Background: an optimization exercise with open tools, aiming at small area. Do not read the settings as production practice.
Only simulation tests tie the RTL to the original design; equivalence was not proved.
No activity file was given, so power comes from the tool's default toggle rates.

Setup of the baseline:
Design TX_MAC, start of the top module:
module TX_MAC (
	TX_CLK,
	SYS_RST,
	TX_START,
	TX_BUSY,
	GMII_TXD,
	GMII_TX_EN,
	CONTROL_IN
);
input wire TX_CLK;
input wire SYS_RST;
input wire TX_START;
output wire TX_BUSY;
output wire [7:0] GMII_TXD;
output wire GMII_TX_EN;
input wire [7:0] CONTROL_IN;
reg tx_start_d;
reg tx_start_dd;
reg pre;	 
reg pay;	 
reg pad;	 
reg tail;	 
reg [7:0] cnt;
reg [7:0] hold;		 
wire [31:0] crc_out;
wire idle = ~(pre | pay | pad | tail);
wire crc_reset = idle | (pre & ~cnt[3]);
crc inst_crc(
  .data_in(GMII_TXD),
  .crc_en(1'b1),
  .crc_out(crc_out),
  .rst(crc_reset),
  .clk(TX_CLK)
);
always @(posedge TX_CLK) begin
	if(SYS_RST) begin
		tx_start_d <= 1'b0;
		tx_start_dd <= 1'b0;
	end
	else begin
		tx_start_d <= TX_START;
		tx_start_dd <= tx_start_d;
	end
end
wire pre_first = pre & (cnt[3:0] == 4'd0);
wire pre_55 = pre & ~cnt[3] & (cnt[2:0] != 3'd0);
wire pre_sfd = pre & cnt[3] & ~cnt[0];
wire pre_len = pre & cnt[3] & cnt[0];
wire out_hold = pre_len | (tail & ~cnt[3] & ~(cnt[2] & (cnt[1] | cnt[0])));	 
wire out_55 = pre_55 | pre_sfd;
assign TX_BUSY = ~idle;
assign GMII_TX_EN = ~idle & ~pre_first;
assign GMII_TXD = ({8{pay}} & cnt) | ({8{out_hold}} & hold) |
		  {pre_sfd, out_55, 1'b0, out_55, 1'b0, out_55, 1'b0, out_55};
wire min_len = cnt[7] | cnt[6] | (cnt[5] & cnt[4] & (cnt[3] | cnt[2] | cnt[1]));	 
wire pay_end = pay & (cnt == hold);
wire to_tail = (pay_end & min_len) | (pad & (cnt[5:0] == 6'd50));
always @(posedge TX_CLK) begin
	if(SYS_RST) begin
		pre <= 1'b0;
		pay <= 1'b0;
		pad <= 1'b0;
		tail <= 1'b0;
	end
	else begin
		pre <= (idle & tx_start_d & ~tx_start_dd) | (pre & ~pre_len);
		pay <= pre_len | (pay & ~pay_end);
		pad <= (pay_end & ~min_len) | (pad & ~to_tail);
		tail <= to_tail | (tail & ~cnt[4]);
	end
end
wire h_ctl = pre & (cnt[2:0] == 3'd7);
wire h_keep = (pre & ~h_ctl) | (pay & ~pay_end) | pad & ~to_tail;
wire h_b0 = to_tail;
wire h_b1 = tail & (cnt[3:0] == 4'd1);
wire h_b2 = tail & (cnt[3:0] == 4'd2);
  ...
Size: about 280 cells after synthesis, ~54 flip-flops, about 21 I/O pins, about 0.0028 sq mm of cells after synthesis.
clock: 8.0 ns
lec_check: 0
cap_margin: 20
core_margin: 2
core_utilization: 40
slew_margin: 20
standard.sh (not shown) runs the stock make flow with config.mk's settings and CLKGATE_MAP_FILE= SYNTH_SCRIPT=/design/flow/synth_recipe.tcl, a recipe that flattens the netlist after the stock synthesis.
==> flow/flow/run.sh <==
#!/bin/bash
# The standard flow (standard.sh: the standard synthesis, then ORFS from
# floorplan to finish) with three changes that only affect cell sizing:
#  - port buffers use the smallest buffer cell (buf_1),
#  - combinational cells are swapped to their smallest drive strength right
#    after floorplanning (downsize.tcl); the later repair steps upsize again
#    where timing, slew or capacitance need it,
#  - the clock tree is built from clkbuf_8 without dummy loads.
# Every tool's output goes to standard.log (and ORFS's own logs).
set -e
HERE=$(pwd)
export BUFFER_PORTS_ARGS="-buffer_cell sky130_fd_sc_hd__buf_1"
export POST_FLOORPLAN_TCL="$HERE/flow/downsize.tcl"
export CTS_ARGS="-sink_clustering_enable -repair_clock_nets -dont_use_dummy_load -buf_list sky130_fd_sc_hd__clkbuf_8"
bash standard.sh > standard.log 2>&1
==> flow/flow/downsize.tcl <==
# Swap every combinational cell to the smallest-area cell of the same
# function (same base name, drive strength 0 or 1). Registers are kept.
set db [ord::get_db]
set block [ord::get_db_block]
set n 0
foreach inst [$block getInsts] {
  set name [[$inst getMaster] getName]
  if {![regexp {^(sky130_fd_sc_hd__[a-z0-9]+)_([0-9]+)$} $name -> base drv]} { continue }
  if {[regexp {__(df|edf|sdf|dl|clk|conb|tap|fill|decap|diode)} $base]} { continue }
  set best ""
  set best_area 1e9
  foreach d {0 1} {
    set m [$db findMaster ${base}_$d]
    if {$m == "NULL"} { continue }
    set a [expr {[$m getWidth] * [$m getHeight]}]
    if {$a < $best_area} { set best $m; set best_area $a }
  }
  if {$best == ""} { continue }
  set cur [$inst getMaster]
  if {[expr {[$cur getWidth] * [$cur getHeight]}] > $best_area} {
    $inst swapMaster $best
    incr n
  }
}
puts "downsize: swapped $n instances"
What the candidate does differently from the baseline at the input level:
==> flow/flow/run.sh <==
#!/bin/bash
# The standard flow (standard.sh) with changes that only affect how the
# logic is mapped and sized:
#  - synthesis is synth_recipe.tcl unchanged except that ABC maps with an
#    area-oriented script (flow/abc_area.script, see flow/abc_proc.tcl);
#  - port buffers use the smallest buffer cell (buf_1);
#  - combinational cells are swapped to their smallest drive strength right
#    after floorplanning (flow/downsize.tcl); the later repair steps upsize
#    again where timing, slew or capacitance need it;
#  - the clock tree is built from clkbuf_8 without dummy loads.
# Tool output: flow_synth.log / standard.log here, and ORFS's own logs.
set -e
HERE=$(pwd)
export FLOW_ABC_SCRIPT="$HERE/flow/abc_area.script"
{ head -n 1 synth_recipe.tcl; cat flow/abc_proc.tcl; tail -n +2 synth_recipe.tcl; } > my_synth.tcl
sed "s|SYNTH_SCRIPT=[^ ]*synth_recipe.tcl|SYNTH_SCRIPT=$HERE/my_synth.tcl|" standard.sh > my_standard.sh
grep -q "SYNTH_SCRIPT=$HERE/my_synth.tcl" my_standard.sh
export BUFFER_PORTS_ARGS="-buffer_cell sky130_fd_sc_hd__buf_1"
export POST_FLOORPLAN_TCL="$HERE/flow/downsize.tcl"
export CTS_ARGS="-sink_clustering_enable -repair_clock_nets -dont_use_dummy_load -buf_list sky130_fd_sc_hd__clkbuf_8"
bash my_standard.sh > standard.log 2>&1
==> flow/flow/abc_area.script (new file) <==
&get -n
&st
&dch
&nf -R 1000 -p
&put
==> flow/flow/abc_proc.tcl (new file) <==
# Map with an area-oriented ABC script (flow/abc_area.script) in place of the
# ABC script the standard synthesis passes; everything else is unchanged, so
# the registers are the standard synthesis's.
proc abc {args} {
  set i [lsearch -exact $args -script]
  if {$i >= 0} {
    lset args [expr {$i + 1}] $::env(FLOW_ABC_SCRIPT)
  }
  yosys abc {*}$args
}
==> run summary <==
Of the candidate and the baseline, it is the candidate that has the higher critical path depth.
The candidate against the baseline: synthesized cell count -about 4.3%, data arrival time of the critical path shows an increase of 1.79 ns, total power draw shrank by about 2.6%, effective utilization at floorplan now sits at about the same level.
Changes observed in the candidate relative to the baseline: worst reg2reg path depth has increased; per-instance average area after synthesis has decreased; clock period minus worst slack has decreased; post-route clock period utilization has decreased; share of the synthesized netlist area taken by xor and xnor gates has decreased.
Re routing usage on met1: the baseline was lower than the candidate.

afterwards: timing with drivers on the ports:
The results above use ideal ports. As a check the final layouts listed here were re-extracted and re-timed, cells and wires unchanged. Step 1 (the two cells are an assumption about what drives the block):
set clk [get_ports {TX_CLK}]
set_driving_cell -lib_cell sky130_fd_sc_hd__clkbuf_16 $clk
set_driving_cell -lib_cell sky130_fd_sc_hd__buf_2 [delete_from_list [all_inputs] $clk]
Step 2 moves the port delays by t, midway between the first and last clock arrival at a register: inputs arrive t later, outputs are due t later. That takes back most of the time a late clock gives input paths. Three values: no drivers, after step 1, after step 2; two values: the first two.
run | shift t [ns] | setup slack, ns | worst hold slack (ns) | latest minus earliest clock arrival (ns) | cell pins on the clock port's net
the baseline | 0.328 | 3.942 / 3.913 / 3.963 | 0.447 / 0.447 / 0.447 | 0.028 / 0.028 | 1
the candidate | 0.328 | 3.984 / 3.984 / 3.984 | 0.457 / 0.457 / 0.457 | 0.018 / 0.018 | 1
After both steps every run listed still meets setup and hold.
